What follows belongs to an exercise in optimizing a design on an open flow for small area, a short achievable clock period and few clock cycles per item; a production flow would make more cautious choices.
The RTL was checked by simulation tests, not by an equivalence proof against the original design.

==> flow/design.v (outline; a module is shown in full before it is edited, if it fits) <==
// module mstep: 4398 lines
// module float64_mul: 193 lines
module float64_mul (
        ap_clk,
        ap_rst,
        ap_start,
        ap_done,
        ap_idle,
        ap_ready,
        a,
        b,
        ap_return
);
  // ...
==> flow/flow/run.sh <==
#!/bin/bash
# The standard layout (the standard.sh, unchanged synthesis), except that the port
# buffers that global placement inserts on every input and output are plain
# sky130_fd_sc_hd__buf_4 cells instead of the delay buffers buffer_ports picks by default.
set -euo pipefail
export BUFFER_PORTS_ARGS="-buffer_cell sky130_fd_sc_hd__buf_4"
bash standard.sh finish > orfs_make.log 2>&1
==> flow/standard.sh <==
#!/bin/bash
# synth_recipe.tcl (not shown) runs the flow's synth.tcl, then flattens the netlist and writes it again
# the make line also repeats each setting of config.mk as NAME=value (left out here)
make -C /OpenROAD-flow-scripts/flow DESIGN_CONFIG=/design/flow/config.mk WORK_HOME=/design/flow/orfs CLKGATE_MAP_FILE= SYNTH_SCRIPT=/design/flow/synth_recipe.tcl "${@:-finish}"
==> flow/config.mk <==
export PLATFORM = sky130hd
export DESIGN_NAME = float64_mul
export DESIGN_NICKNAME = float64_mul
export VERILOG_FILES = /design/flow/design.v
export SDC_FILE = /design/flow/constraint.sdc
export NUM_CORES = 4
export LEC_CHECK = 0
export CAP_MARGIN = 30
export CORE_MARGIN = 2
export CORE_UTILIZATION = 45
export PLACE_DENSITY = 0.65
export SETUP_SLACK_MARGIN = 2.5
export SLEW_MARGIN = 30
==> flow/constraint.sdc <==
create_clock -name core_clock -period 10.0 [get_ports {ap_clk}]
set_input_delay 2.0000 -clock core_clock [delete_from_list [all_inputs] [get_ports {ap_clk}]]
set_output_delay 2.0000 -clock core_clock [all_outputs]
set_load 0.01 [all_outputs]
==> results.sh, run 1 <==
export IMPL_num_rows=111
export IMPL_r2r_cells=20
export IMPL_finalSetupViolCount=0
export IMPL_largestClassByArea="multi-input gates"
export IMPL_largest_register_ffs=72
export IMPL_drive_gt1_share_pct=16.40
export IMPL_ios=198
export IMPL_worstHoldPathCells=2
export IMPL_start_kind="flop"
export IMPL_status="finished clean"
export IMPL_finalClockSkew_ps=40.72
export IMPL_synth_compound_area_share_pct=24.11
export IMPL_multi_input_area_share_pct=75.66
export IMPL_grt_util_met3_pct=18.43
export IMPL_vias=43930
export IMPL_dr_pass1_iters=6
export IMPL_nNonClkBuffers=394
export IMPL_viasPerCell=6.911
export IMPL_synthXorXnorAreaFrac_pct=12.56
export IMPL_clk_path_buf_depth=3
export IMPL_postSynth_asyncResetShare_pct=0
export IMPL_synthTopCellsByArea="fa_1 23%, xnor2_1 11%, dfxtp_1 7.9%"
export IMPL_stdcell_area_um2=47510
export IMPL_r2r_start="state[0]"
export IMPL_wirelength_mm=205.5
export IMPL_syn_area_um2=41700
export IMPL_synth_cells=5122
Testbench counts, summed over its fixed seeds: cycles 9,600, items 2,400.
==> module float64_mul, before the edit <==
module float64_mul (
        ap_clk,
        ap_rst,
        ap_start,
        ap_done,
        ap_idle,
        ap_ready,
        a,
        b,
        ap_return
);
input   ap_clk;
input   ap_rst;
input   ap_start;
output  ap_done;
output  ap_idle;
output  ap_ready;
input  [63:0] a;
input  [63:0] b;
output [63:0] ap_return;
localparam [2:0] S_IDLE = 3'd0, S_IT1 = 3'd1, S_IT2 = 3'd2, S_FIN = 3'd3, S_SLOW = 3'd4, S_IT0 = 3'd5,
                 S_SPC = 3'd6;
wire        sa = a[63];
wire        sb = b[63];
wire [10:0] ea = a[62:52];
wire [10:0] eb = b[62:52];
wire [51:0] fa = a[51:0];
wire [51:0] fb = b[51:0];
wire        zs = sa ^ sb;
wire a_ez = (ea == 11'd0);
wire b_ez = (eb == 11'd0);
wire a_em = (ea == 11'h7ff);
wire b_em = (eb == 11'h7ff);
wire a_fz = (fa == 52'd0);
wire b_fz = (fb == 52'd0);
wire a_nan  = a_em & ~a_fz;
wire b_nan  = b_em & ~b_fz;
wire a_snan = a_nan & ~fa[51];
wire b_snan = b_nan & ~fb[51];
wire a_inf  = a_em & a_fz;
wire b_inf  = b_em & b_fz;
wire a_zero = a_ez & a_fz;
wire b_zero = b_ez & b_fz;
wire sp_nan  = a_nan | b_nan;
wire sp_nanb = sp_nan & (b_snan | (b_nan & ~a_snan));
wire sp_nana = sp_nan & ~sp_nanb;
wire sp_dnan = ~sp_nan & ((a_inf & b_zero) | (b_inf & a_zero));
wire sp_inf  = ~sp_nan & ~sp_dnan & (a_inf | b_inf);
wire sp_zero = ~sp_nan & ~(a_inf | b_inf) & (a_zero | b_zero | (a_ez & b_ez));
wire special = sp_nan | sp_dnan | sp_inf | sp_zero;
reg k_nanb, k_nana, k_dnan, k_inf;
always @(posedge ap_clk) begin
    k_nanb <= sp_nanb;
    k_nana <= sp_nana;
    k_dnan <= sp_dnan;
    k_inf  <= sp_inf;
end
wire [63:0] special_val = k_nanb ? (b | 64'h0008_0000_0000_0000) :
                          k_nana ? (a | 64'h0008_0000_0000_0000) :
                          k_dnan ? 64'h7FFF_FFFF_FFFF_FFFF :
                          k_inf  ? {zs, 11'h7ff, 52'd0} : {zs, 63'd0};
wire [11:0] esum = {1'b0, ea[10:1], ea[0] | a_ez} + {1'b0, eb[10:1], eb[0] | b_ez};
wire fast = ~a_ez & ~b_ez & (esum >= 12'd1024) & (esum <= 12'd3068);
reg  [2:0]  state;
reg  [72:0] acc_s;
reg  [72:0] acc_c;
reg  [17:0] ch0;          
reg  [17:0] ch1;          
reg  [12:0] e;            
reg         fast_r;       
reg  [10:0] ebase_r;
wire st_idle = (state == S_IDLE);
wire st_it1  = (state == S_IT1);
wire st_it2  = (state == S_IT2);
wire st_fin  = (state == S_FIN);
wire st_slow = (state == S_SLOW);
wire st_it0  = (state == S_IT0);
wire st_spc  = (state == S_SPC);
wire first   = st_idle | st_it0;
reg bhid_r;
reg asub;
always @(posedge ap_clk) bhid_r <= ~b_ez;
wire [52:0] sig_a = {~asub, fa};
wire [56:0] ywin  = {3'b000, bhid_r, fb, 1'b0};
wire [18:0] w     = st_it2 ? ywin[54:36] : st_it1 ? ywin[36:18] : ywin[18:0];
wire [18:0] rsum  = {1'b0, acc_s[17:0]} + {1'b0, acc_c[17:0]};
wire [54:0] as_in = first ? 55'd0 : acc_s[72:18];
wire [54:0] ac_in = first ? 55'd0 : acc_c[72:18];
wire        cin   = ~first & rsum[18];
wire [72:0] ts, tc;
wire        inj   = st_it2 & fast_r;
mstep u_step (.x(sig_a), .w(w), .first(first), .as_in(as_in), .ac_in(ac_in), .cin(cin),
              .inj(inj), .ts(ts), .tc(tc));
wire [69:0]  hi   = acc_s[69:0] + acc_c[69:0];
wire [105:0] y    = {hi, ch1, ch0};
wire [105:0] r    = y;
wire r_top   = r[105];
wire e_gt1   = ~e[12] & (e > 13'd1);
wire e_lt1   = e[12] | (e == 13'd0);
wire e_vlow  = e[12] & (e < 13'h1fc8);          
wire slow_done = ~(~r_top & e_gt1) & ~e_lt1;
wire slow_ovf  = ~e[12] & (e >= 13'd2047);
wire shl = ~r_top & e_gt1;
wire redo = a_ez & ~asub;
always @(posedge ap_clk) begin
    if (ap_rst | (st_slow & slow_done))
        asub <= 1'b0;
    else if (st_fin & redo)
        asub <= 1'b1;
end
always @(posedge ap_clk) begin
    if (ap_rst) begin
        state <= S_IDLE;
    end else begin
        case (state)
        S_IDLE: if (ap_start) state <= special ? S_SPC : S_IT1;
        S_SPC:  state <= S_IDLE;
        S_IT0:  state <= S_IT1;
        S_IT1:  state <= S_IT2;
        S_IT2:  state <= S_FIN;
        S_FIN:  state <= fast_r ? S_IDLE : (redo ? S_IT0 : S_SLOW);
        default: if (slow_done) state <= S_IDLE;
        endcase
    end
end
reg [105:0] r_next;
always @(*) begin
    if (st_fin)
        r_next = r;
    else if (shl)
        r_next = {r[104:0], 1'b0};
    else if (e_vlow)
        r_next = 106'd1;
    else
        r_next = {1'b0, r[105:2], r[1] | r[0]};
end
always @(posedge ap_clk) begin
    if (st_fin | st_slow) begin
        acc_s <= {3'b000, r_next[105:36]};
        acc_c <= 73'd0;
    end else begin
        acc_s <= ts;
        acc_c <= tc;
    end
end
always @(posedge ap_clk) begin
    if (st_slow) begin
        ch0 <= r_next[17:0];
        ch1 <= r_next[35:18];
    end else begin
        if (st_it1) ch0 <= rsum[17:0];
        if (st_it2) ch1 <= rsum[17:0];
    end
end
always @(posedge ap_clk) begin
    fast_r  <= fast;
    ebase_r <= esum[10:0] - 11'd1023;
end
always @(posedge ap_clk) begin
    if (st_fin)
        e <= {1'b0, esum} - 13'd1022;
    else if (st_slow) begin
        if (shl)
            e <= e - 13'd1;
        else if (e_vlow)
            e <= 13'd1;
        else if (e_lt1)
            e <= e + 13'd1;
    end
end
wire        t     = y[105] | st_slow;
wire [14:0] zx    = acc_s[14:0] ^ acc_c[14:0];
wire [14:0] zo    = {acc_s[13:0] | acc_c[13:0], 1'b0};
wire        z50   = ~|{zx ^ zo, ch1, ch0};
wire        inc1  = st_slow ? (y[52] & (y[53] | y[51] | ~z50)) : (y[52] & y[51]);
wire [52:0] m1    = {1'b0, y[104:53]} + {52'd0, inc1};
wire        co1   = m1[52];
wire [51:0] mant1 = {m1[51:1], m1[0] & ~(inc1 & z50 & ~st_slow)};
wire [51:0] mant0 = {y[103:53], y[52] & ~(z50 & ~y[51])};
wire [10:0] em1   = e[10:0] - 11'd1;
wire [10:0] ep1   = e[10:0] + 11'd1;
wire [10:0] exp1s = (y[105] & co1) ? ep1 : (y[105] | co1) ? e[10:0] : em1;
wire [10:0] ebase1 = ebase_r + 11'd1;
wire [10:0] ebase2 = ebase_r + 11'd2;
wire [10:0] exp1  = st_slow ? exp1s : (co1 ? ebase2 : ebase1);
wire [62:0] rounded = t ? {exp1, mant1} : {ebase_r, mant0};
assign ap_return = st_spc ? special_val :
                   (st_slow & slow_ovf) ? {zs, 11'h7ff, 52'd0} :
                   {zs, rounded};
assign ap_ready = ap_start & (st_spc | (st_fin & fast_r) | (st_slow & slow_done));
assign ap_idle  = ~ap_start;
assign ap_done  = ap_ready | ap_idle;
endmodule
==> run 2, diff against run 1 <==
--- a/flow/design.v
+++ b/flow/design.v
@@ -4396,6 +4396,1178 @@
 assign ts[72] = 1'b0;
 assign tc[72] = 1'b0;
 endmodule
+module padd (input [69:0] a, input [69:0] b, output [69:0] s);
+wire g0_0;
+wire p0_0;
+wire g0_1;
+wire p0_1;
+wire g0_2;
+wire p0_2;
+wire g0_3;
+wire p0_3;
+wire g0_4;
+wire p0_4;
+wire g0_5;
+wire p0_5;
+wire g0_6;
+wire p0_6;
+wire g0_7;
+wire p0_7;
+wire g0_8;
+wire p0_8;
+wire g0_9;
+wire p0_9;
+wire g0_10;
+wire p0_10;
+wire g0_11;
+wire p0_11;
+wire g0_12;
+wire p0_12;
+wire g0_13;
+wire p0_13;
+wire g0_14;
+wire p0_14;
+wire g0_15;
+wire p0_15;
+wire g0_16;
+wire p0_16;
+wire g0_17;
+wire p0_17;
+wire g0_18;
+wire p0_18;
+wire g0_19;
+wire p0_19;
+wire g0_20;
+wire p0_20;
+wire g0_21;
+wire p0_21;
+wire g0_22;
+wire p0_22;
+wire g0_23;
+wire p0_23;
+wire g0_24;
+wire p0_24;
+wire g0_25;
+wire p0_25;
+wire g0_26;
+wire p0_26;
+wire g0_27;
+wire p0_27;
+wire g0_28;
+wire p0_28;
+wire g0_29;
+wire p0_29;
+wire g0_30;
+wire p0_30;
+wire g0_31;
+wire p0_31;
+wire g0_32;
+wire p0_32;
+wire g0_33;
+wire p0_33;
+wire g0_34;
+wire p0_34;
+wire g0_35;
+wire p0_35;
+wire g0_36;
+wire p0_36;
+wire g0_37;
+wire p0_37;
+wire g0_38;
+wire p0_38;
+wire g0_39;
+wire p0_39;
+wire g0_40;
+wire p0_40;
+wire g0_41;
+wire p0_41;
+wire g0_42;
+wire p0_42;
+wire g0_43;
+wire p0_43;
+wire g0_44;
+wire p0_44;
+wire g0_45;
+wire p0_45;
+wire g0_46;
+wire p0_46;
+wire g0_47;
+wire p0_47;
+wire g0_48;
+wire p0_48;
+wire g0_49;
+wire p0_49;
+wire g0_50;
+wire p0_50;
+wire g0_51;
+wire p0_51;
+wire g0_52;
+wire p0_52;
+wire g0_53;
+wire p0_53;
+wire g0_54;
+wire p0_54;
+wire g0_55;
+wire p0_55;
+wire g0_56;
+wire p0_56;
+wire g0_57;
+wire p0_57;
+wire g0_58;
+wire p0_58;
+wire g0_59;
+wire p0_59;
+wire g0_60;
+wire p0_60;
+wire g0_61;
+wire p0_61;
+wire g0_62;
+wire p0_62;
+wire g0_63;
+wire p0_63;
+wire g0_64;
+wire p0_64;
+wire g0_65;
+wire p0_65;
+wire g0_66;
+wire p0_66;
+wire g0_67;
+wire p0_67;
+wire g0_68;
+wire p0_68;
+wire g0_69;
+wire p0_69;
+wire gs1_1;
+wire ps1_1;
+wire gs1_3;
+wire ps1_3;
+wire gs1_5;
+wire ps1_5;
+wire gs1_7;
+wire ps1_7;
+wire gs1_9;
+wire ps1_9;
+wire gs1_11;
+wire ps1_11;
+wire gs1_13;
+wire ps1_13;
+wire gs1_15;
+wire ps1_15;
+wire gs1_17;
+wire ps1_17;
+wire gs1_19;
+wire ps1_19;
+wire gs1_21;
+wire ps1_21;
+wire gs1_23;
+wire ps1_23;
+wire gs1_25;
+wire ps1_25;
+wire gs1_27;
+wire ps1_27;
+wire gs1_29;
+wire ps1_29;
+wire gs1_31;
+wire ps1_31;
+wire gs1_33;
+wire ps1_33;
+wire gs1_35;
+wire ps1_35;
+wire gs1_37;
+wire ps1_37;
+wire gs1_39;
+wire ps1_39;
+wire gs1_41;
+wire ps1_41;
+wire gs1_43;
+wire ps1_43;
+wire gs1_45;
+wire ps1_45;
+wire gs1_47;
+wire ps1_47;
+wire gs1_49;
+wire ps1_49;
+wire gs1_51;
+wire ps1_51;
+wire gs1_53;
+wire ps1_53;
+wire gs1_55;
+wire ps1_55;
+wire gs1_57;
+wire ps1_57;
+wire gs1_59;
+wire ps1_59;
+wire gs1_61;
+wire ps1_61;
+wire gs1_63;
+wire ps1_63;
+wire gs1_65;
+wire ps1_65;
+wire gs1_67;
+wire ps1_67;
+wire gs1_69;
+wire ps1_69;
+wire gs2_2;
+wire ps2_2;
+wire gs2_3;
+wire ps2_3;
+wire gs2_6;
+wire ps2_6;
+wire gs2_7;
+wire ps2_7;
+wire gs2_10;
+wire ps2_10;
+wire gs2_11;
+wire ps2_11;
+wire gs2_14;
+wire ps2_14;
+wire gs2_15;
+wire ps2_15;
+wire gs2_18;
+wire ps2_18;
+wire gs2_19;
+wire ps2_19;
+wire gs2_22;
+wire ps2_22;
+wire gs2_23;
+wire ps2_23;
+wire gs2_26;
+wire ps2_26;
+wire gs2_27;
+wire ps2_27;
+wire gs2_30;
+wire ps2_30;
+wire gs2_31;
+wire ps2_31;
+wire gs2_34;
+wire ps2_34;
+wire gs2_35;
+wire ps2_35;
+wire gs2_38;
+wire ps2_38;
+wire gs2_39;
+wire ps2_39;
+wire gs2_42;
+wire ps2_42;
+wire gs2_43;
+wire ps2_43;
+wire gs2_46;
+wire ps2_46;
+wire gs2_47;
+wire ps2_47;
+wire gs2_50;
+wire ps2_50;
+wire gs2_51;
+wire ps2_51;
+wire gs2_54;
+wire ps2_54;
+wire gs2_55;
+wire ps2_55;
+wire gs2_58;
+wire ps2_58;
+wire gs2_59;
+wire ps2_59;
+wire gs2_62;
+wire ps2_62;
+wire gs2_63;
+wire ps2_63;
+wire gs2_66;
+wire ps2_66;
+wire gs2_67;
+wire ps2_67;
+wire gs3_4;
+wire ps3_4;
+wire gs3_5;
+wire ps3_5;
+wire gs3_6;
+wire ps3_6;
+wire gs3_7;
+wire ps3_7;
+wire gs3_12;
+wire ps3_12;
+wire gs3_13;
+wire ps3_13;
+wire gs3_14;
+wire ps3_14;
+wire gs3_15;
+wire ps3_15;
+wire gs3_20;
+wire ps3_20;
+wire gs3_21;
+wire ps3_21;
+wire gs3_22;
+wire ps3_22;
+wire gs3_23;
+wire ps3_23;
+wire gs3_28;
+wire ps3_28;
+wire gs3_29;
+wire ps3_29;
+wire gs3_30;
+wire ps3_30;
+wire gs3_31;
+wire ps3_31;
+wire gs3_36;
+wire ps3_36;
+wire gs3_37;
+wire ps3_37;
+wire gs3_38;
+wire ps3_38;
+wire gs3_39;
+wire ps3_39;
+wire gs3_44;
+wire ps3_44;
+wire gs3_45;
+wire ps3_45;
+wire gs3_46;
+wire ps3_46;
+wire gs3_47;
+wire ps3_47;
+wire gs3_52;
+wire ps3_52;
+wire gs3_53;
+wire ps3_53;
+wire gs3_54;
+wire ps3_54;
+wire gs3_55;
+wire ps3_55;
+wire gs3_60;
+wire ps3_60;
+wire gs3_61;
+wire ps3_61;
+wire gs3_62;
+wire ps3_62;
+wire gs3_63;
+wire ps3_63;
+wire gs3_68;
+wire ps3_68;
+wire gs3_69;
+wire ps3_69;
+wire gs4_8;
+wire ps4_8;
+wire gs4_9;
+wire ps4_9;
+wire gs4_10;
+wire ps4_10;
+wire gs4_11;
+wire ps4_11;
+wire gs4_12;
+wire ps4_12;
+wire gs4_13;
+wire ps4_13;
+wire gs4_14;
+wire ps4_14;
+wire gs4_15;
+wire ps4_15;
+wire gs4_24;
+wire ps4_24;
+wire gs4_25;
+wire ps4_25;
+wire gs4_26;
+wire ps4_26;
+wire gs4_27;
+wire ps4_27;
+wire gs4_28;
+wire ps4_28;
+wire gs4_29;
+wire ps4_29;
+wire gs4_30;
+wire ps4_30;
+wire gs4_31;
+wire ps4_31;
+wire gs4_40;
+wire ps4_40;
+wire gs4_41;
+wire ps4_41;
+wire gs4_42;
+wire ps4_42;
+wire gs4_43;
+wire ps4_43;
+wire gs4_44;
+wire ps4_44;
+wire gs4_45;
+wire ps4_45;
+wire gs4_46;
+wire ps4_46;
+wire gs4_47;
+wire ps4_47;
+wire gs4_56;
+wire ps4_56;
+wire gs4_57;
+wire ps4_57;
+wire gs4_58;
+wire ps4_58;
+wire gs4_59;
+wire ps4_59;
+wire gs4_60;
+wire ps4_60;
+wire gs4_61;
+wire ps4_61;
+wire gs4_62;
+wire ps4_62;
+wire gs4_63;
+wire ps4_63;
+wire gs5_16;
+wire ps5_16;
+wire gs5_17;
+wire ps5_17;
+wire gs5_18;
+wire ps5_18;
+wire gs5_19;
+wire ps5_19;
+wire gs5_20;
+wire ps5_20;
+wire gs5_21;
+wire ps5_21;
+wire gs5_22;
+wire ps5_22;
+wire gs5_23;
+wire ps5_23;
+wire gs5_24;
+wire ps5_24;
+wire gs5_25;
+wire ps5_25;
+wire gs5_26;
+wire ps5_26;
+wire gs5_27;
+wire ps5_27;
+wire gs5_28;
+wire ps5_28;
+wire gs5_29;
+wire ps5_29;
+wire gs5_30;
+wire ps5_30;
+wire gs5_31;
+wire ps5_31;
+wire gs5_48;
+wire ps5_48;
+wire gs5_49;
+wire ps5_49;
+wire gs5_50;
+wire ps5_50;
+wire gs5_51;
+wire ps5_51;
+wire gs5_52;
+wire ps5_52;
+wire gs5_53;
+wire ps5_53;
+wire gs5_54;
+wire ps5_54;
+wire gs5_55;
+wire ps5_55;
+wire gs5_56;
+wire ps5_56;
+wire gs5_57;
+wire ps5_57;
+wire gs5_58;
+wire ps5_58;
+wire gs5_59;
+wire ps5_59;
+wire gs5_60;
+wire ps5_60;
+wire gs5_61;
+wire ps5_61;
+wire gs5_62;
+wire ps5_62;
+wire gs5_63;
+wire ps5_63;
+wire gs6_32;
+wire ps6_32;
+wire gs6_33;
+wire ps6_33;
+wire gs6_34;
+wire ps6_34;
+wire gs6_35;
+wire ps6_35;
+wire gs6_36;
+wire ps6_36;
+wire gs6_37;
+wire ps6_37;
+wire gs6_38;
+wire ps6_38;
+wire gs6_39;
+wire ps6_39;
+wire gs6_40;
+wire ps6_40;
+wire gs6_41;
+wire ps6_41;
+wire gs6_42;
+wire ps6_42;
+wire gs6_43;
+wire ps6_43;
+wire gs6_44;
+wire ps6_44;
+wire gs6_45;
+wire ps6_45;
+wire gs6_46;
+wire ps6_46;
+wire gs6_47;
+wire ps6_47;
+wire gs6_48;
+wire ps6_48;
+wire gs6_49;
+wire ps6_49;
+wire gs6_50;
+wire ps6_50;
+wire gs6_51;
+wire ps6_51;
+wire gs6_52;
+wire ps6_52;
+wire gs6_53;
+wire ps6_53;
+wire gs6_54;
+wire ps6_54;
+wire gs6_55;
+wire ps6_55;
+wire gs6_56;
+wire ps6_56;
+wire gs6_57;
+wire ps6_57;
+wire gs6_58;
+wire ps6_58;
+wire gs6_59;
+wire ps6_59;
+wire gs6_60;
+wire ps6_60;
+wire gs6_61;
+wire ps6_61;
+wire gs6_62;
+wire ps6_62;
+wire gs6_63;
+wire ps6_63;
+wire gs7_64;
+wire ps7_64;
+wire gs7_65;
+wire ps7_65;
+wire gs7_66;
+wire ps7_66;
+wire gs7_67;
+wire ps7_67;
+wire gs7_68;
+wire ps7_68;
+wire gs7_69;
+wire ps7_69;
+assign g0_0 = a[0] & b[0];
+assign p0_0 = a[0] ^ b[0];
+assign g0_1 = a[1] & b[1];
+assign p0_1 = a[1] ^ b[1];
+assign g0_2 = a[2] & b[2];
+assign p0_2 = a[2] ^ b[2];
+assign g0_3 = a[3] & b[3];
+assign p0_3 = a[3] ^ b[3];
+assign g0_4 = a[4] & b[4];
+assign p0_4 = a[4] ^ b[4];
+assign g0_5 = a[5] & b[5];
+assign p0_5 = a[5] ^ b[5];
+assign g0_6 = a[6] & b[6];
+assign p0_6 = a[6] ^ b[6];
+assign g0_7 = a[7] & b[7];
+assign p0_7 = a[7] ^ b[7];
+assign g0_8 = a[8] & b[8];
+assign p0_8 = a[8] ^ b[8];
+assign g0_9 = a[9] & b[9];
+assign p0_9 = a[9] ^ b[9];
+assign g0_10 = a[10] & b[10];
+assign p0_10 = a[10] ^ b[10];
+assign g0_11 = a[11] & b[11];
+assign p0_11 = a[11] ^ b[11];
+assign g0_12 = a[12] & b[12];
+assign p0_12 = a[12] ^ b[12];
+assign g0_13 = a[13] & b[13];
+assign p0_13 = a[13] ^ b[13];
+assign g0_14 = a[14] & b[14];
+assign p0_14 = a[14] ^ b[14];
+assign g0_15 = a[15] & b[15];
+assign p0_15 = a[15] ^ b[15];
+assign g0_16 = a[16] & b[16];
+assign p0_16 = a[16] ^ b[16];
+assign g0_17 = a[17] & b[17];
+assign p0_17 = a[17] ^ b[17];
+assign g0_18 = a[18] & b[18];
+assign p0_18 = a[18] ^ b[18];
+assign g0_19 = a[19] & b[19];
+assign p0_19 = a[19] ^ b[19];
+assign g0_20 = a[20] & b[20];
+assign p0_20 = a[20] ^ b[20];
+assign g0_21 = a[21] & b[21];
+assign p0_21 = a[21] ^ b[21];
+assign g0_22 = a[22] & b[22];
+assign p0_22 = a[22] ^ b[22];
+assign g0_23 = a[23] & b[23];
+assign p0_23 = a[23] ^ b[23];
+assign g0_24 = a[24] & b[24];
+assign p0_24 = a[24] ^ b[24];
+assign g0_25 = a[25] & b[25];
+assign p0_25 = a[25] ^ b[25];
+assign g0_26 = a[26] & b[26];
+assign p0_26 = a[26] ^ b[26];
+assign g0_27 = a[27] & b[27];
+assign p0_27 = a[27] ^ b[27];
+assign g0_28 = a[28] & b[28];
+assign p0_28 = a[28] ^ b[28];
+assign g0_29 = a[29] & b[29];
+assign p0_29 = a[29] ^ b[29];
+assign g0_30 = a[30] & b[30];
+assign p0_30 = a[30] ^ b[30];
+assign g0_31 = a[31] & b[31];
+assign p0_31 = a[31] ^ b[31];
+assign g0_32 = a[32] & b[32];
+assign p0_32 = a[32] ^ b[32];
+assign g0_33 = a[33] & b[33];
+assign p0_33 = a[33] ^ b[33];
+assign g0_34 = a[34] & b[34];
+assign p0_34 = a[34] ^ b[34];
+assign g0_35 = a[35] & b[35];
+assign p0_35 = a[35] ^ b[35];
+assign g0_36 = a[36] & b[36];
+assign p0_36 = a[36] ^ b[36];
+assign g0_37 = a[37] & b[37];
+assign p0_37 = a[37] ^ b[37];
+assign g0_38 = a[38] & b[38];
+assign p0_38 = a[38] ^ b[38];
+assign g0_39 = a[39] & b[39];
+assign p0_39 = a[39] ^ b[39];
+assign g0_40 = a[40] & b[40];
+assign p0_40 = a[40] ^ b[40];
+assign g0_41 = a[41] & b[41];
+assign p0_41 = a[41] ^ b[41];
+assign g0_42 = a[42] & b[42];
+assign p0_42 = a[42] ^ b[42];
+assign g0_43 = a[43] & b[43];
+assign p0_43 = a[43] ^ b[43];
+assign g0_44 = a[44] & b[44];
+assign p0_44 = a[44] ^ b[44];
+assign g0_45 = a[45] & b[45];
+assign p0_45 = a[45] ^ b[45];
+assign g0_46 = a[46] & b[46];
+assign p0_46 = a[46] ^ b[46];
+assign g0_47 = a[47] & b[47];
+assign p0_47 = a[47] ^ b[47];
+assign g0_48 = a[48] & b[48];
+assign p0_48 = a[48] ^ b[48];
+assign g0_49 = a[49] & b[49];
+assign p0_49 = a[49] ^ b[49];
+assign g0_50 = a[50] & b[50];
+assign p0_50 = a[50] ^ b[50];
+assign g0_51 = a[51] & b[51];
+assign p0_51 = a[51] ^ b[51];
+assign g0_52 = a[52] & b[52];
+assign p0_52 = a[52] ^ b[52];
+assign g0_53 = a[53] & b[53];
+assign p0_53 = a[53] ^ b[53];
+assign g0_54 = a[54] & b[54];
+assign p0_54 = a[54] ^ b[54];
+assign g0_55 = a[55] & b[55];
+assign p0_55 = a[55] ^ b[55];
+assign g0_56 = a[56] & b[56];
+assign p0_56 = a[56] ^ b[56];
+assign g0_57 = a[57] & b[57];
+assign p0_57 = a[57] ^ b[57];
+assign g0_58 = a[58] & b[58];
+assign p0_58 = a[58] ^ b[58];
+assign g0_59 = a[59] & b[59];
+assign p0_59 = a[59] ^ b[59];
+assign g0_60 = a[60] & b[60];
+assign p0_60 = a[60] ^ b[60];
+assign g0_61 = a[61] & b[61];
+assign p0_61 = a[61] ^ b[61];
+assign g0_62 = a[62] & b[62];
+assign p0_62 = a[62] ^ b[62];
+assign g0_63 = a[63] & b[63];
+assign p0_63 = a[63] ^ b[63];
+assign g0_64 = a[64] & b[64];
+assign p0_64 = a[64] ^ b[64];
+assign g0_65 = a[65] & b[65];
+assign p0_65 = a[65] ^ b[65];
+assign g0_66 = a[66] & b[66];
+assign p0_66 = a[66] ^ b[66];
+assign g0_67 = a[67] & b[67];
+assign p0_67 = a[67] ^ b[67];
+assign g0_68 = a[68] & b[68];
+assign p0_68 = a[68] ^ b[68];
+assign g0_69 = a[69] & b[69];
+assign p0_69 = a[69] ^ b[69];
+assign gs1_1 = g0_1 | (p0_1 & g0_0);
+assign ps1_1 = p0_1 & p0_0;
+assign gs1_3 = g0_3 | (p0_3 & g0_2);
+assign ps1_3 = p0_3 & p0_2;
+assign gs1_5 = g0_5 | (p0_5 & g0_4);
+assign ps1_5 = p0_5 & p0_4;
+assign gs1_7 = g0_7 | (p0_7 & g0_6);
+assign ps1_7 = p0_7 & p0_6;
+assign gs1_9 = g0_9 | (p0_9 & g0_8);
+assign ps1_9 = p0_9 & p0_8;
+assign gs1_11 = g0_11 | (p0_11 & g0_10);
+assign ps1_11 = p0_11 & p0_10;
+assign gs1_13 = g0_13 | (p0_13 & g0_12);
+assign ps1_13 = p0_13 & p0_12;
+assign gs1_15 = g0_15 | (p0_15 & g0_14);
+assign ps1_15 = p0_15 & p0_14;
+assign gs1_17 = g0_17 | (p0_17 & g0_16);
+assign ps1_17 = p0_17 & p0_16;
+assign gs1_19 = g0_19 | (p0_19 & g0_18);
+assign ps1_19 = p0_19 & p0_18;
+assign gs1_21 = g0_21 | (p0_21 & g0_20);
+assign ps1_21 = p0_21 & p0_20;
+assign gs1_23 = g0_23 | (p0_23 & g0_22);
+assign ps1_23 = p0_23 & p0_22;
+assign gs1_25 = g0_25 | (p0_25 & g0_24);
+assign ps1_25 = p0_25 & p0_24;
+assign gs1_27 = g0_27 | (p0_27 & g0_26);
+assign ps1_27 = p0_27 & p0_26;
+assign gs1_29 = g0_29 | (p0_29 & g0_28);
+assign ps1_29 = p0_29 & p0_28;
+assign gs1_31 = g0_31 | (p0_31 & g0_30);
+assign ps1_31 = p0_31 & p0_30;
+assign gs1_33 = g0_33 | (p0_33 & g0_32);
+assign ps1_33 = p0_33 & p0_32;
+assign gs1_35 = g0_35 | (p0_35 & g0_34);
+assign ps1_35 = p0_35 & p0_34;
+assign gs1_37 = g0_37 | (p0_37 & g0_36);
+assign ps1_37 = p0_37 & p0_36;
+assign gs1_39 = g0_39 | (p0_39 & g0_38);
+assign ps1_39 = p0_39 & p0_38;
+assign gs1_41 = g0_41 | (p0_41 & g0_40);
+assign ps1_41 = p0_41 & p0_40;
+assign gs1_43 = g0_43 | (p0_43 & g0_42);
+assign ps1_43 = p0_43 & p0_42;
+assign gs1_45 = g0_45 | (p0_45 & g0_44);
+assign ps1_45 = p0_45 & p0_44;
+assign gs1_47 = g0_47 | (p0_47 & g0_46);
+assign ps1_47 = p0_47 & p0_46;
+assign gs1_49 = g0_49 | (p0_49 & g0_48);
+assign ps1_49 = p0_49 & p0_48;
+assign gs1_51 = g0_51 | (p0_51 & g0_50);
+assign ps1_51 = p0_51 & p0_50;
+assign gs1_53 = g0_53 | (p0_53 & g0_52);
+assign ps1_53 = p0_53 & p0_52;
+assign gs1_55 = g0_55 | (p0_55 & g0_54);
+assign ps1_55 = p0_55 & p0_54;
+assign gs1_57 = g0_57 | (p0_57 & g0_56);
+assign ps1_57 = p0_57 & p0_56;
+assign gs1_59 = g0_59 | (p0_59 & g0_58);
+assign ps1_59 = p0_59 & p0_58;
+assign gs1_61 = g0_61 | (p0_61 & g0_60);
+assign ps1_61 = p0_61 & p0_60;
+assign gs1_63 = g0_63 | (p0_63 & g0_62);
+assign ps1_63 = p0_63 & p0_62;
+assign gs1_65 = g0_65 | (p0_65 & g0_64);
+assign ps1_65 = p0_65 & p0_64;
+assign gs1_67 = g0_67 | (p0_67 & g0_66);
+assign ps1_67 = p0_67 & p0_66;
+assign gs1_69 = g0_69 | (p0_69 & g0_68);
+assign ps1_69 = p0_69 & p0_68;
+assign gs2_2 = g0_2 | (p0_2 & gs1_1);
+assign ps2_2 = p0_2 & ps1_1;
+assign gs2_3 = gs1_3 | (ps1_3 & gs1_1);
+assign ps2_3 = ps1_3 & ps1_1;
+assign gs2_6 = g0_6 | (p0_6 & gs1_5);
+assign ps2_6 = p0_6 & ps1_5;
+assign gs2_7 = gs1_7 | (ps1_7 & gs1_5);
+assign ps2_7 = ps1_7 & ps1_5;
+assign gs2_10 = g0_10 | (p0_10 & gs1_9);
+assign ps2_10 = p0_10 & ps1_9;
+assign gs2_11 = gs1_11 | (ps1_11 & gs1_9);
+assign ps2_11 = ps1_11 & ps1_9;
+assign gs2_14 = g0_14 | (p0_14 & gs1_13);
+assign ps2_14 = p0_14 & ps1_13;
+assign gs2_15 = gs1_15 | (ps1_15 & gs1_13);
+assign ps2_15 = ps1_15 & ps1_13;
+assign gs2_18 = g0_18 | (p0_18 & gs1_17);
+assign ps2_18 = p0_18 & ps1_17;
+assign gs2_19 = gs1_19 | (ps1_19 & gs1_17);
+assign ps2_19 = ps1_19 & ps1_17;
+assign gs2_22 = g0_22 | (p0_22 & gs1_21);
+assign ps2_22 = p0_22 & ps1_21;
+assign gs2_23 = gs1_23 | (ps1_23 & gs1_21);
+assign ps2_23 = ps1_23 & ps1_21;
+assign gs2_26 = g0_26 | (p0_26 & gs1_25);
+assign ps2_26 = p0_26 & ps1_25;
+assign gs2_27 = gs1_27 | (ps1_27 & gs1_25);
+assign ps2_27 = ps1_27 & ps1_25;
+assign gs2_30 = g0_30 | (p0_30 & gs1_29);
+assign ps2_30 = p0_30 & ps1_29;
+assign gs2_31 = gs1_31 | (ps1_31 & gs1_29);
+assign ps2_31 = ps1_31 & ps1_29;
+assign gs2_34 = g0_34 | (p0_34 & gs1_33);
+assign ps2_34 = p0_34 & ps1_33;
+assign gs2_35 = gs1_35 | (ps1_35 & gs1_33);
+assign ps2_35 = ps1_35 & ps1_33;
+assign gs2_38 = g0_38 | (p0_38 & gs1_37);
+assign ps2_38 = p0_38 & ps1_37;
+assign gs2_39 = gs1_39 | (ps1_39 & gs1_37);
+assign ps2_39 = ps1_39 & ps1_37;
+assign gs2_42 = g0_42 | (p0_42 & gs1_41);
+assign ps2_42 = p0_42 & ps1_41;
+assign gs2_43 = gs1_43 | (ps1_43 & gs1_41);
+assign ps2_43 = ps1_43 & ps1_41;
+assign gs2_46 = g0_46 | (p0_46 & gs1_45);
+assign ps2_46 = p0_46 & ps1_45;
+assign gs2_47 = gs1_47 | (ps1_47 & gs1_45);
+assign ps2_47 = ps1_47 & ps1_45;
+assign gs2_50 = g0_50 | (p0_50 & gs1_49);
+assign ps2_50 = p0_50 & ps1_49;
+assign gs2_51 = gs1_51 | (ps1_51 & gs1_49);
+assign ps2_51 = ps1_51 & ps1_49;
+assign gs2_54 = g0_54 | (p0_54 & gs1_53);
+assign ps2_54 = p0_54 & ps1_53;
+assign gs2_55 = gs1_55 | (ps1_55 & gs1_53);
+assign ps2_55 = ps1_55 & ps1_53;
+assign gs2_58 = g0_58 | (p0_58 & gs1_57);
+assign ps2_58 = p0_58 & ps1_57;
+assign gs2_59 = gs1_59 | (ps1_59 & gs1_57);
+assign ps2_59 = ps1_59 & ps1_57;
+assign gs2_62 = g0_62 | (p0_62 & gs1_61);
+assign ps2_62 = p0_62 & ps1_61;
+assign gs2_63 = gs1_63 | (ps1_63 & gs1_61);
+assign ps2_63 = ps1_63 & ps1_61;
+assign gs2_66 = g0_66 | (p0_66 & gs1_65);
+assign ps2_66 = p0_66 & ps1_65;
+assign gs2_67 = gs1_67 | (ps1_67 & gs1_65);
+assign ps2_67 = ps1_67 & ps1_65;
+assign gs3_4 = g0_4 | (p0_4 & gs2_3);
+assign ps3_4 = p0_4 & ps2_3;
+assign gs3_5 = gs1_5 | (ps1_5 & gs2_3);
+assign ps3_5 = ps1_5 & ps2_3;
+assign gs3_6 = gs2_6 | (ps2_6 & gs2_3);
+assign ps3_6 = ps2_6 & ps2_3;
+assign gs3_7 = gs2_7 | (ps2_7 & gs2_3);
+assign ps3_7 = ps2_7 & ps2_3;
+assign gs3_12 = g0_12 | (p0_12 & gs2_11);
+assign ps3_12 = p0_12 & ps2_11;
+assign gs3_13 = gs1_13 | (ps1_13 & gs2_11);
+assign ps3_13 = ps1_13 & ps2_11;
+assign gs3_14 = gs2_14 | (ps2_14 & gs2_11);
+assign ps3_14 = ps2_14 & ps2_11;
+assign gs3_15 = gs2_15 | (ps2_15 & gs2_11);
+assign ps3_15 = ps2_15 & ps2_11;
+assign gs3_20 = g0_20 | (p0_20 & gs2_19);
+assign ps3_20 = p0_20 & ps2_19;
+assign gs3_21 = gs1_21 | (ps1_21 & gs2_19);
+assign ps3_21 = ps1_21 & ps2_19;
+assign gs3_22 = gs2_22 | (ps2_22 & gs2_19);
+assign ps3_22 = ps2_22 & ps2_19;
+assign gs3_23 = gs2_23 | (ps2_23 & gs2_19);
+assign ps3_23 = ps2_23 & ps2_19;
+assign gs3_28 = g0_28 | (p0_28 & gs2_27);
+assign ps3_28 = p0_28 & ps2_27;
+assign gs3_29 = gs1_29 | (ps1_29 & gs2_27);
+assign ps3_29 = ps1_29 & ps2_27;
+assign gs3_30 = gs2_30 | (ps2_30 & gs2_27);
+assign ps3_30 = ps2_30 & ps2_27;
+assign gs3_31 = gs2_31 | (ps2_31 & gs2_27);
+assign ps3_31 = ps2_31 & ps2_27;
+assign gs3_36 = g0_36 | (p0_36 & gs2_35);
+assign ps3_36 = p0_36 & ps2_35;
+assign gs3_37 = gs1_37 | (ps1_37 & gs2_35);
+assign ps3_37 = ps1_37 & ps2_35;
+assign gs3_38 = gs2_38 | (ps2_38 & gs2_35);
+assign ps3_38 = ps2_38 & ps2_35;
+assign gs3_39 = gs2_39 | (ps2_39 & gs2_35);
+assign ps3_39 = ps2_39 & ps2_35;
+assign gs3_44 = g0_44 | (p0_44 & gs2_43);
+assign ps3_44 = p0_44 & ps2_43;
+assign gs3_45 = gs1_45 | (ps1_45 & gs2_43);
+assign ps3_45 = ps1_45 & ps2_43;
+assign gs3_46 = gs2_46 | (ps2_46 & gs2_43);
+assign ps3_46 = ps2_46 & ps2_43;
+assign gs3_47 = gs2_47 | (ps2_47 & gs2_43);
+assign ps3_47 = ps2_47 & ps2_43;
+assign gs3_52 = g0_52 | (p0_52 & gs2_51);
+assign ps3_52 = p0_52 & ps2_51;
+assign gs3_53 = gs1_53 | (ps1_53 & gs2_51);
+assign ps3_53 = ps1_53 & ps2_51;
+assign gs3_54 = gs2_54 | (ps2_54 & gs2_51);
+assign ps3_54 = ps2_54 & ps2_51;
+assign gs3_55 = gs2_55 | (ps2_55 & gs2_51);
+assign ps3_55 = ps2_55 & ps2_51;
+assign gs3_60 = g0_60 | (p0_60 & gs2_59);
+assign ps3_60 = p0_60 & ps2_59;
+assign gs3_61 = gs1_61 | (ps1_61 & gs2_59);
+assign ps3_61 = ps1_61 & ps2_59;
+assign gs3_62 = gs2_62 | (ps2_62 & gs2_59);
+assign ps3_62 = ps2_62 & ps2_59;
+assign gs3_63 = gs2_63 | (ps2_63 & gs2_59);
+assign ps3_63 = ps2_63 & ps2_59;
+assign gs3_68 = g0_68 | (p0_68 & gs2_67);
+assign ps3_68 = p0_68 & ps2_67;
+assign gs3_69 = gs1_69 | (ps1_69 & gs2_67);
+assign ps3_69 = ps1_69 & ps2_67;
+assign gs4_8 = g0_8 | (p0_8 & gs3_7);
+assign ps4_8 = p0_8 & ps3_7;
+assign gs4_9 = gs1_9 | (ps1_9 & gs3_7);
+assign ps4_9 = ps1_9 & ps3_7;
+assign gs4_10 = gs2_10 | (ps2_10 & gs3_7);
+assign ps4_10 = ps2_10 & ps3_7;
+assign gs4_11 = gs2_11 | (ps2_11 & gs3_7);
+assign ps4_11 = ps2_11 & ps3_7;
+assign gs4_12 = gs3_12 | (ps3_12 & gs3_7);
+assign ps4_12 = ps3_12 & ps3_7;
+assign gs4_13 = gs3_13 | (ps3_13 & gs3_7);
+assign ps4_13 = ps3_13 & ps3_7;
+assign gs4_14 = gs3_14 | (ps3_14 & gs3_7);
+assign ps4_14 = ps3_14 & ps3_7;
+assign gs4_15 = gs3_15 | (ps3_15 & gs3_7);
+assign ps4_15 = ps3_15 & ps3_7;
+assign gs4_24 = g0_24 | (p0_24 & gs3_23);
+assign ps4_24 = p0_24 & ps3_23;
+assign gs4_25 = gs1_25 | (ps1_25 & gs3_23);
+assign ps4_25 = ps1_25 & ps3_23;
+assign gs4_26 = gs2_26 | (ps2_26 & gs3_23);
+assign ps4_26 = ps2_26 & ps3_23;
+assign gs4_27 = gs2_27 | (ps2_27 & gs3_23);
+assign ps4_27 = ps2_27 & ps3_23;
+assign gs4_28 = gs3_28 | (ps3_28 & gs3_23);
+assign ps4_28 = ps3_28 & ps3_23;
+assign gs4_29 = gs3_29 | (ps3_29 & gs3_23);
+assign ps4_29 = ps3_29 & ps3_23;
+assign gs4_30 = gs3_30 | (ps3_30 & gs3_23);
+assign ps4_30 = ps3_30 & ps3_23;
+assign gs4_31 = gs3_31 | (ps3_31 & gs3_23);
+assign ps4_31 = ps3_31 & ps3_23;
+assign gs4_40 = g0_40 | (p0_40 & gs3_39);
+assign ps4_40 = p0_40 & ps3_39;
+assign gs4_41 = gs1_41 | (ps1_41 & gs3_39);
+assign ps4_41 = ps1_41 & ps3_39;
+assign gs4_42 = gs2_42 | (ps2_42 & gs3_39);
+assign ps4_42 = ps2_42 & ps3_39;
+assign gs4_43 = gs2_43 | (ps2_43 & gs3_39);
+assign ps4_43 = ps2_43 & ps3_39;
+assign gs4_44 = gs3_44 | (ps3_44 & gs3_39);
+assign ps4_44 = ps3_44 & ps3_39;
+assign gs4_45 = gs3_45 | (ps3_45 & gs3_39);
+assign ps4_45 = ps3_45 & ps3_39;
+assign gs4_46 = gs3_46 | (ps3_46 & gs3_39);
+assign ps4_46 = ps3_46 & ps3_39;
+assign gs4_47 = gs3_47 | (ps3_47 & gs3_39);
+assign ps4_47 = ps3_47 & ps3_39;
+assign gs4_56 = g0_56 | (p0_56 & gs3_55);
+assign ps4_56 = p0_56 & ps3_55;
+assign gs4_57 = gs1_57 | (ps1_57 & gs3_55);
+assign ps4_57 = ps1_57 & ps3_55;
+assign gs4_58 = gs2_58 | (ps2_58 & gs3_55);
+assign ps4_58 = ps2_58 & ps3_55;
+assign gs4_59 = gs2_59 | (ps2_59 & gs3_55);
+assign ps4_59 = ps2_59 & ps3_55;
+assign gs4_60 = gs3_60 | (ps3_60 & gs3_55);
+assign ps4_60 = ps3_60 & ps3_55;
+assign gs4_61 = gs3_61 | (ps3_61 & gs3_55);
+assign ps4_61 = ps3_61 & ps3_55;
+assign gs4_62 = gs3_62 | (ps3_62 & gs3_55);
+assign ps4_62 = ps3_62 & ps3_55;
+assign gs4_63 = gs3_63 | (ps3_63 & gs3_55);
+assign ps4_63 = ps3_63 & ps3_55;
+assign gs5_16 = g0_16 | (p0_16 & gs4_15);
+assign ps5_16 = p0_16 & ps4_15;
+assign gs5_17 = gs1_17 | (ps1_17 & gs4_15);
+assign ps5_17 = ps1_17 & ps4_15;
+assign gs5_18 = gs2_18 | (ps2_18 & gs4_15);
+assign ps5_18 = ps2_18 & ps4_15;
+assign gs5_19 = gs2_19 | (ps2_19 & gs4_15);
+assign ps5_19 = ps2_19 & ps4_15;
+assign gs5_20 = gs3_20 | (ps3_20 & gs4_15);
+assign ps5_20 = ps3_20 & ps4_15;
+assign gs5_21 = gs3_21 | (ps3_21 & gs4_15);
+assign ps5_21 = ps3_21 & ps4_15;
+assign gs5_22 = gs3_22 | (ps3_22 & gs4_15);
+assign ps5_22 = ps3_22 & ps4_15;
+assign gs5_23 = gs3_23 | (ps3_23 & gs4_15);
+assign ps5_23 = ps3_23 & ps4_15;
+assign gs5_24 = gs4_24 | (ps4_24 & gs4_15);
+assign ps5_24 = ps4_24 & ps4_15;
+assign gs5_25 = gs4_25 | (ps4_25 & gs4_15);
+assign ps5_25 = ps4_25 & ps4_15;
+assign gs5_26 = gs4_26 | (ps4_26 & gs4_15);
+assign ps5_26 = ps4_26 & ps4_15;
+assign gs5_27 = gs4_27 | (ps4_27 & gs4_15);
+assign ps5_27 = ps4_27 & ps4_15;
+assign gs5_28 = gs4_28 | (ps4_28 & gs4_15);
+assign ps5_28 = ps4_28 & ps4_15;
+assign gs5_29 = gs4_29 | (ps4_29 & gs4_15);
+assign ps5_29 = ps4_29 & ps4_15;
+assign gs5_30 = gs4_30 | (ps4_30 & gs4_15);
+assign ps5_30 = ps4_30 & ps4_15;
+assign gs5_31 = gs4_31 | (ps4_31 & gs4_15);
+assign ps5_31 = ps4_31 & ps4_15;
+assign gs5_48 = g0_48 | (p0_48 & gs4_47);
+assign ps5_48 = p0_48 & ps4_47;
+assign gs5_49 = gs1_49 | (ps1_49 & gs4_47);
+assign ps5_49 = ps1_49 & ps4_47;
+assign gs5_50 = gs2_50 | (ps2_50 & gs4_47);
+assign ps5_50 = ps2_50 & ps4_47;
+assign gs5_51 = gs2_51 | (ps2_51 & gs4_47);
+assign ps5_51 = ps2_51 & ps4_47;
+assign gs5_52 = gs3_52 | (ps3_52 & gs4_47);
+assign ps5_52 = ps3_52 & ps4_47;
+assign gs5_53 = gs3_53 | (ps3_53 & gs4_47);
+assign ps5_53 = ps3_53 & ps4_47;
+assign gs5_54 = gs3_54 | (ps3_54 & gs4_47);
+assign ps5_54 = ps3_54 & ps4_47;
+assign gs5_55 = gs3_55 | (ps3_55 & gs4_47);
+assign ps5_55 = ps3_55 & ps4_47;
+assign gs5_56 = gs4_56 | (ps4_56 & gs4_47);
+assign ps5_56 = ps4_56 & ps4_47;
+assign gs5_57 = gs4_57 | (ps4_57 & gs4_47);
+assign ps5_57 = ps4_57 & ps4_47;
+assign gs5_58 = gs4_58 | (ps4_58 & gs4_47);
+assign ps5_58 = ps4_58 & ps4_47;
+assign gs5_59 = gs4_59 | (ps4_59 & gs4_47);
+assign ps5_59 = ps4_59 & ps4_47;
+assign gs5_60 = gs4_60 | (ps4_60 & gs4_47);
+assign ps5_60 = ps4_60 & ps4_47;
+assign gs5_61 = gs4_61 | (ps4_61 & gs4_47);
+assign ps5_61 = ps4_61 & ps4_47;
+assign gs5_62 = gs4_62 | (ps4_62 & gs4_47);
+assign ps5_62 = ps4_62 & ps4_47;
+assign gs5_63 = gs4_63 | (ps4_63 & gs4_47);
+assign ps5_63 = ps4_63 & ps4_47;
+assign gs6_32 = g0_32 | (p0_32 & gs5_31);
+assign ps6_32 = p0_32 & ps5_31;
+assign gs6_33 = gs1_33 | (ps1_33 & gs5_31);
+assign ps6_33 = ps1_33 & ps5_31;
+assign gs6_34 = gs2_34 | (ps2_34 & gs5_31);
+assign ps6_34 = ps2_34 & ps5_31;
+assign gs6_35 = gs2_35 | (ps2_35 & gs5_31);
+assign ps6_35 = ps2_35 & ps5_31;
+assign gs6_36 = gs3_36 | (ps3_36 & gs5_31);
+assign ps6_36 = ps3_36 & ps5_31;
+assign gs6_37 = gs3_37 | (ps3_37 & gs5_31);
+assign ps6_37 = ps3_37 & ps5_31;
+assign gs6_38 = gs3_38 | (ps3_38 & gs5_31);
+assign ps6_38 = ps3_38 & ps5_31;
+assign gs6_39 = gs3_39 | (ps3_39 & gs5_31);
+assign ps6_39 = ps3_39 & ps5_31;
+assign gs6_40 = gs4_40 | (ps4_40 & gs5_31);
+assign ps6_40 = ps4_40 & ps5_31;
+assign gs6_41 = gs4_41 | (ps4_41 & gs5_31);
+assign ps6_41 = ps4_41 & ps5_31;
+assign gs6_42 = gs4_42 | (ps4_42 & gs5_31);
+assign ps6_42 = ps4_42 & ps5_31;
+assign gs6_43 = gs4_43 | (ps4_43 & gs5_31);
+assign ps6_43 = ps4_43 & ps5_31;
+assign gs6_44 = gs4_44 | (ps4_44 & gs5_31);
+assign ps6_44 = ps4_44 & ps5_31;
+assign gs6_45 = gs4_45 | (ps4_45 & gs5_31);
+assign ps6_45 = ps4_45 & ps5_31;
+assign gs6_46 = gs4_46 | (ps4_46 & gs5_31);
+assign ps6_46 = ps4_46 & ps5_31;
+assign gs6_47 = gs4_47 | (ps4_47 & gs5_31);
+assign ps6_47 = ps4_47 & ps5_31;
+assign gs6_48 = gs5_48 | (ps5_48 & gs5_31);
+assign ps6_48 = ps5_48 & ps5_31;
+assign gs6_49 = gs5_49 | (ps5_49 & gs5_31);
+assign ps6_49 = ps5_49 & ps5_31;
+assign gs6_50 = gs5_50 | (ps5_50 & gs5_31);
+assign ps6_50 = ps5_50 & ps5_31;
+assign gs6_51 = gs5_51 | (ps5_51 & gs5_31);
+assign ps6_51 = ps5_51 & ps5_31;
+assign gs6_52 = gs5_52 | (ps5_52 & gs5_31);
+assign ps6_52 = ps5_52 & ps5_31;
+assign gs6_53 = gs5_53 | (ps5_53 & gs5_31);
+assign ps6_53 = ps5_53 & ps5_31;
+assign gs6_54 = gs5_54 | (ps5_54 & gs5_31);
+assign ps6_54 = ps5_54 & ps5_31;
+assign gs6_55 = gs5_55 | (ps5_55 & gs5_31);
+assign ps6_55 = ps5_55 & ps5_31;
+assign gs6_56 = gs5_56 | (ps5_56 & gs5_31);
+assign ps6_56 = ps5_56 & ps5_31;
+assign gs6_57 = gs5_57 | (ps5_57 & gs5_31);
+assign ps6_57 = ps5_57 & ps5_31;
+assign gs6_58 = gs5_58 | (ps5_58 & gs5_31);
+assign ps6_58 = ps5_58 & ps5_31;
+assign gs6_59 = gs5_59 | (ps5_59 & gs5_31);
+assign ps6_59 = ps5_59 & ps5_31;
+assign gs6_60 = gs5_60 | (ps5_60 & gs5_31);
+assign ps6_60 = ps5_60 & ps5_31;
+assign gs6_61 = gs5_61 | (ps5_61 & gs5_31);
+assign ps6_61 = ps5_61 & ps5_31;
+assign gs6_62 = gs5_62 | (ps5_62 & gs5_31);
+assign ps6_62 = ps5_62 & ps5_31;
+assign gs6_63 = gs5_63 | (ps5_63 & gs5_31);
+assign ps6_63 = ps5_63 & ps5_31;
+assign gs7_64 = g0_64 | (p0_64 & gs6_63);
+assign ps7_64 = p0_64 & ps6_63;
+assign gs7_65 = gs1_65 | (ps1_65 & gs6_63);
+assign ps7_65 = ps1_65 & ps6_63;
+assign gs7_66 = gs2_66 | (ps2_66 & gs6_63);
+assign ps7_66 = ps2_66 & ps6_63;
+assign gs7_67 = gs2_67 | (ps2_67 & gs6_63);
+assign ps7_67 = ps2_67 & ps6_63;
+assign gs7_68 = gs3_68 | (ps3_68 & gs6_63);
+assign ps7_68 = ps3_68 & ps6_63;
+assign gs7_69 = gs3_69 | (ps3_69 & gs6_63);
+assign ps7_69 = ps3_69 & ps6_63;
+assign s[0] = p0_0;
+assign s[1] = p0_1 ^ g0_0;
+assign s[2] = p0_2 ^ gs1_1;
+assign s[3] = p0_3 ^ gs2_2;
+assign s[4] = p0_4 ^ gs2_3;
+assign s[5] = p0_5 ^ gs3_4;
+assign s[6] = p0_6 ^ gs3_5;
+assign s[7] = p0_7 ^ gs3_6;
+assign s[8] = p0_8 ^ gs3_7;
+assign s[9] = p0_9 ^ gs4_8;
+assign s[10] = p0_10 ^ gs4_9;
+assign s[11] = p0_11 ^ gs4_10;
+assign s[12] = p0_12 ^ gs4_11;
+assign s[13] = p0_13 ^ gs4_12;
+assign s[14] = p0_14 ^ gs4_13;
+assign s[15] = p0_15 ^ gs4_14;
+assign s[16] = p0_16 ^ gs4_15;
+assign s[17] = p0_17 ^ gs5_16;
+assign s[18] = p0_18 ^ gs5_17;
+assign s[19] = p0_19 ^ gs5_18;
+assign s[20] = p0_20 ^ gs5_19;
+assign s[21] = p0_21 ^ gs5_20;
+assign s[22] = p0_22 ^ gs5_21;
+assign s[23] = p0_23 ^ gs5_22;
+assign s[24] = p0_24 ^ gs5_23;
+assign s[25] = p0_25 ^ gs5_24;
+assign s[26] = p0_26 ^ gs5_25;
+assign s[27] = p0_27 ^ gs5_26;
+assign s[28] = p0_28 ^ gs5_27;
+assign s[29] = p0_29 ^ gs5_28;
+assign s[30] = p0_30 ^ gs5_29;
+assign s[31] = p0_31 ^ gs5_30;
+assign s[32] = p0_32 ^ gs5_31;
+assign s[33] = p0_33 ^ gs6_32;
+assign s[34] = p0_34 ^ gs6_33;
+assign s[35] = p0_35 ^ gs6_34;
+assign s[36] = p0_36 ^ gs6_35;
+assign s[37] = p0_37 ^ gs6_36;
+assign s[38] = p0_38 ^ gs6_37;
+assign s[39] = p0_39 ^ gs6_38;
+assign s[40] = p0_40 ^ gs6_39;
+assign s[41] = p0_41 ^ gs6_40;
+assign s[42] = p0_42 ^ gs6_41;
+assign s[43] = p0_43 ^ gs6_42;
+assign s[44] = p0_44 ^ gs6_43;
+assign s[45] = p0_45 ^ gs6_44;
+assign s[46] = p0_46 ^ gs6_45;
+assign s[47] = p0_47 ^ gs6_46;
+assign s[48] = p0_48 ^ gs6_47;
+assign s[49] = p0_49 ^ gs6_48;
+assign s[50] = p0_50 ^ gs6_49;
+assign s[51] = p0_51 ^ gs6_50;
+assign s[52] = p0_52 ^ gs6_51;
+assign s[53] = p0_53 ^ gs6_52;
+assign s[54] = p0_54 ^ gs6_53;
+assign s[55] = p0_55 ^ gs6_54;
+assign s[56] = p0_56 ^ gs6_55;
+assign s[57] = p0_57 ^ gs6_56;
+assign s[58] = p0_58 ^ gs6_57;
+assign s[59] = p0_59 ^ gs6_58;
+assign s[60] = p0_60 ^ gs6_59;
+assign s[61] = p0_61 ^ gs6_60;
+assign s[62] = p0_62 ^ gs6_61;
+assign s[63] = p0_63 ^ gs6_62;
+assign s[64] = p0_64 ^ gs6_63;
+assign s[65] = p0_65 ^ gs7_64;
+assign s[66] = p0_66 ^ gs7_65;
+assign s[67] = p0_67 ^ gs7_66;
+assign s[68] = p0_68 ^ gs7_67;
+assign s[69] = p0_69 ^ gs7_68;
+endmodule
 module float64_mul (
         ap_clk,
         ap_rst,
@@ -4467,6 +5639,8 @@
 reg  [12:0] e;            
 reg         fast_r;       
 reg  [10:0] ebase_r;
+reg  [10:0] ebase1_r;
+reg  [10:0] ebase2_r;
 wire st_idle = (state == S_IDLE);
 wire st_it1  = (state == S_IT1);
 wire st_it2  = (state == S_IT2);
@@ -4489,9 +5663,10 @@
 wire        inj   = st_it2 & fast_r;
 mstep u_step (.x(sig_a), .w(w), .first(first), .as_in(as_in), .ac_in(ac_in), .cin(cin),
               .inj(inj), .ts(ts), .tc(tc));
-wire [69:0]  hi   = acc_s[69:0] + acc_c[69:0];
+wire [69:0]  hi;
+padd u_add (.a(acc_s[69:0]), .b(acc_c[69:0]), .s(hi));    
 wire [105:0] y    = {hi, ch1, ch0};
-wire [105:0] r    = y;
+wire [105:0] r    = {acc_s[69:0], ch1, ch0};
 wire r_top   = r[105];
 wire e_gt1   = ~e[12] & (e > 13'd1);
 wire e_lt1   = e[12] | (e == 13'd0);
@@ -4523,9 +5698,7 @@
 end
 reg [105:0] r_next;
 always @(*) begin
-    if (st_fin)
-        r_next = r;
-    else if (shl)
+    if (shl)
         r_next = {r[104:0], 1'b0};
     else if (e_vlow)
         r_next = 106'd1;
@@ -4533,9 +5706,12 @@
         r_next = {1'b0, r[105:2], r[1] | r[0]};
 end
 always @(posedge ap_clk) begin
-    if (st_fin | st_slow) begin
+    if (st_slow) begin
         acc_s <= {3'b000, r_next[105:36]};
-        acc_c <= 73'd0;
+        acc_c <= 73'd1 << 15;
+    end else if (st_fin) begin
+        acc_s <= {3'b000, hi};
+        acc_c <= 73'd1 << 15;
     end else begin
         acc_s <= ts;
         acc_c <= tc;
@@ -4553,6 +5729,8 @@
 always @(posedge ap_clk) begin
     fast_r  <= fast;
     ebase_r <= esum[10:0] - 11'd1023;
+    ebase1_r <= esum[10:0] - 11'd1022;
+    ebase2_r <= esum[10:0] - 11'd1021;
 end
 always @(posedge ap_clk) begin
     if (st_fin)
@@ -4570,17 +5748,15 @@
 wire [14:0] zx    = acc_s[14:0] ^ acc_c[14:0];
 wire [14:0] zo    = {acc_s[13:0] | acc_c[13:0], 1'b0};
 wire        z50   = ~|{zx ^ zo, ch1, ch0};
-wire        inc1  = st_slow ? (y[52] & (y[53] | y[51] | ~z50)) : (y[52] & y[51]);
+wire        inc1  = y[52] & y[51];
 wire [52:0] m1    = {1'b0, y[104:53]} + {52'd0, inc1};
 wire        co1   = m1[52];
-wire [51:0] mant1 = {m1[51:1], m1[0] & ~(inc1 & z50 & ~st_slow)};
+wire [51:0] mant1 = {m1[51:1], m1[0] & ~(inc1 & z50)};
 wire [51:0] mant0 = {y[103:53], y[52] & ~(z50 & ~y[51])};
 wire [10:0] em1   = e[10:0] - 11'd1;
 wire [10:0] ep1   = e[10:0] + 11'd1;
 wire [10:0] exp1s = (y[105] & co1) ? ep1 : (y[105] | co1) ? e[10:0] : em1;
-wire [10:0] ebase1 = ebase_r + 11'd1;
-wire [10:0] ebase2 = ebase_r + 11'd2;
-wire [10:0] exp1  = st_slow ? exp1s : (co1 ? ebase2 : ebase1);
+wire [10:0] exp1  = st_slow ? exp1s : (co1 ? ebase2_r : ebase1_r);
 wire [62:0] rounded = t ? {exp1, mant1} : {ebase_r, mant0};
 assign ap_return = st_spc ? special_val :
                    (st_slow & slow_ovf) ? {zs, 11'h7ff, 52'd0} :
==> flow/flow/run.sh (replaced) <==
#!/bin/bash
# The standard layout (the standard.sh, unchanged synthesis), except that the port
# buffers that global placement inserts on every input and output are plain
# sky130_fd_sc_hd__buf_2 cells instead of the delay buffers buffer_ports picks by default.
set -euo pipefail
export BUFFER_PORTS_ARGS="-buffer_cell sky130_fd_sc_hd__buf_2"
bash standard.sh finish > orfs_make.log 2>&1
==> flow/config.mk (replaced) <==
export PLATFORM = sky130hd
export DESIGN_NAME = float64_mul
export DESIGN_NICKNAME = float64_mul
export VERILOG_FILES = /design/flow/design.v
export SDC_FILE = /design/flow/constraint.sdc
export NUM_CORES = 4
export LEC_CHECK = 0
export CAP_MARGIN = 25
export CORE_MARGIN = 2
export CORE_UTILIZATION = 45
export SETUP_SLACK_MARGIN = 2.5
export SLEW_MARGIN = 25
==> run 2 against run 1 <==
Critical path depth increased by 9. Flip-flop and latch count rose by 21. Clock-buffer cell count grew 11. Die area about the same. Synthesized cell count decreased by 2.7%. Clock skew is 23 ps lower. Critical endpoint is now ap_return[45].
==> results.sh, run 2 <==
export IMPL_postSynth_asyncResetShare_pct=0
export IMPL_dp_hpwl_mm=143.6
export IMPL_grt_overflow=0
export IMPL_yosysTopAreaCell="fa_1"
export IMPL_fill_cells=8721
export IMPL_layout_nets=5752
export IMPL_tns_ps=0
export IMPL_dpl_cell_area_um2=43400
export IMPL_syn2layout_area_growth_pct=11.59
export IMPL_finalSetupViolCount=0
export IMPL_ctsHoldBuffers=0
export IMPL_crit_slowest_cell="or3b_4"
export IMPL_layout_cells_non_filler=6171
export IMPL_gp_congestion=1.040
export IMPL_largest_register_ffs=71
export IMPL_drt_initial_drc_count=5996
export IMPL_ios=198
export IMPL_drc_errors=0
export IMPL_cp_top_family="simple AND/OR/NAND/NOR gates"
export IMPL_fin_util_pct=50.74
export IMPL_tightest_slew_ps=1157
export IMPL_clk_path_buf_depth=3
export IMPL_synth_top_area_share_pct=23.15
export IMPL_ant_nets=0
export IMPL_min_period_over_period_pct=79.98
export IMPL_die_w_um=308.3
export IMPL_worstSetupEndpointType="output pin"
export IMPL_core_um2=91660
export IMPL_ys_warn_count=1
export IMPL_synth_edf_count=49
export IMPL_vias=42310
export IMPL_critPathKind="flop to output pin"
export IMPL_h_tree_depth=1
export IMPL_cp_arrival_ps=6000
export IMPL_holdWs_ps=485.4
export IMPL_status="finished clean"
export IMPL_syn_num_nets=5782
export IMPL_start_kind="flop"
export IMPL_syn_area_um2=41680
export IMPL_viasPerCell=6.856
export IMPL_max_slew_margin_pct=22.26
export IMPL_clkSinkCount=234
export IMPL_clk_pin_slew_ps=60
export IMPL_fin_crit_ps=7998
export IMPL_grt_max_degree=83
export IMPL_hold_path_class="flop to flop"
export IMPL_dr_pass1_iters=9
export IMPL_cap_violations=0
export IMPL_grtUsageTotal_pct=39.65
export IMPL_rsz0062_at_grt="yes"
export IMPL_stdcell_area_um2=46510
export IMPL_grt_pass1_wl_mm=278.7
export IMPL_crit_buf_inv=2
export IMPL_top_register="acc_c"
export IMPL_yosys_top_cells_count="567 x xnor2_1, 498 x nor2_1, 482 x fa_1"
export IMPL_max_stage_delay_ps=420
export IMPL_drive_gt1_share_pct=14.10
export IMPL_antenna_found_initial=6
export IMPL_clkLatencyLatePin_ps=620
export IMPL_grt_pass1_vias=40120
export IMPL_synth_cells=4986
export IMPL_root_buffer="clkbuf_16"
export IMPL_portBuffers=197
export IMPL_die_area_um2=95070
export IMPL_ys_flop_type="dfxtp_1"
export IMPL_fmax_ghz=0.1250
export IMPL_tritoncts="built"
export IMPL_die_y_um=308.3
export IMPL_num_rows=111
export IMPL_ys_types=109
export IMPL_seqCellArea_um2=5194
export IMPL_multiInputGateArea_um2=35080
export IMPL_finalClockSkew_ps=18.05
export IMPL_synth_seq_cells=234
export IMPL_slew_violations=0
export IMPL_required_ps=8000
export IMPL_seq_area_frac_synth_pct=12.42
export IMPL_crit_fanout=4
export IMPL_synth_most_common_cell="xnor2_1"
export IMPL_final_cell_mix="562 x xnor2_1, 483 x nor2_1, 480 x fa_1"
export IMPL_final_common_cell="xnor2_1"
export IMPL_avgSynthCellArea_um2=8.359
export IMPL_placed_cells=6007
export IMPL_synthTopCellsByArea="fa_1 23%, xnor2_1 12%, dfxtp_1 8.9%"
export IMPL_start_util_pct=45.47
export IMPL_wirelength_mm=194.5
export IMPL_cts_inserted_buffers=30
export IMPL_hold_viol=0
export IMPL_wire_per_inst_um=31.52
-- run 2: tightest hold or removal path: stages, from the launching register on --
cell and delay [ps]:
dfxtp_1 330, nand2_1 70, nand2_1 40
-- run 2: final timing paths --
kind | startpoint | end | slack [ps] | cells past startpoint
worst min-delay path | u_add.a[7] | u_add.a[6] | 490 | 2
worst max-delay path | u_add.a[0] | ap_return[45] | 2000 | 25
worst max register to register | state[0] | u_add.a[31] | 2630 | 18
worst min register to register | u_add.a[7] | u_add.a[6] | 490 | 2
-- run 2: cells by family after synthesis --
kind of cell	share of synthesized area, %
AOI/OAI and AO/OA	22.61
DFF	12.42
adders and majority gates	28.67
xor gates and xnor gates	13.13
muxes	0.9546
buffers and inverters	6.925
and+or+nand+nor	15.29
-- run 2: per-layer routing --
metal	vias to the layer above	wire [um]	track usage, %
li1	17690	-	-
met1	20700	73750	52.72
met2	3232	81070	58.76
met3	685	27300	11.95
met4	4	12360	18.76
met5	-	31	0
-- run 2: what timing repair did --
item                       CTS  global route
setup endpoints to repair  145           140
setup buffers               57            40
gates cloned                 2             4
resized for setup          144           103
pin swaps                   58            61
-- run 2: final cells by class --
class	instances	area share, %
diodes	6	0.03228
clock buffers	43	1.875
clock inverters	12	0.3632
inverters	319	2.585
multi-input cells	4006	75.41
flip-flops and latches	234	11.17
well taps	1186	3.190
repair buffers	365	5.375
-- run 2: metrics by stage --
| stage | setup WS, ps |
|---|---|
| floorplan | 2924 |
| global placement | 1773 |
| detailed placement | 1653 |
| CTS | 2073 |
| global route | 1809 |
| finish | 2002 |
Testbench counts of run 2, summed over its fixed seeds: cycles 9,600, items 2,400.

[static timing again, ports no longer ideal]
The flow's constraints put no driver on any port. The routed layouts listed below were extracted and timed again, unchanged, in two steps. Step 1, drivers: a clkbuf_16 drives ap_clk and a buf_2 each remaining input, both assumed. Step 2 also shifts input and output timing later by t, the mid clock arrival at the registers, as if the neighbouring blocks saw the same clock. Slacks: ideal ports / drivers / drivers and shift; pairs: ideal ports / drivers.
run	t, ns	setup slack, ns	hold slack, ns	worst data-port slew with drivers (ns)	cell pins on the clock port's net
run 1	0.643	2.409 / 2.350 / 2.019	0.555 / 0.555 / 0.555	0.09	1
run 2	0.676	2.002 / 1.939 / 1.996	0.485 / 0.485 / 0.485	0.13	1
After both steps every run listed still meets setup and hold. The setup slack of run 1, which loses most, moves by -0.059 ns with the drivers and by -0.390 ns with both steps.
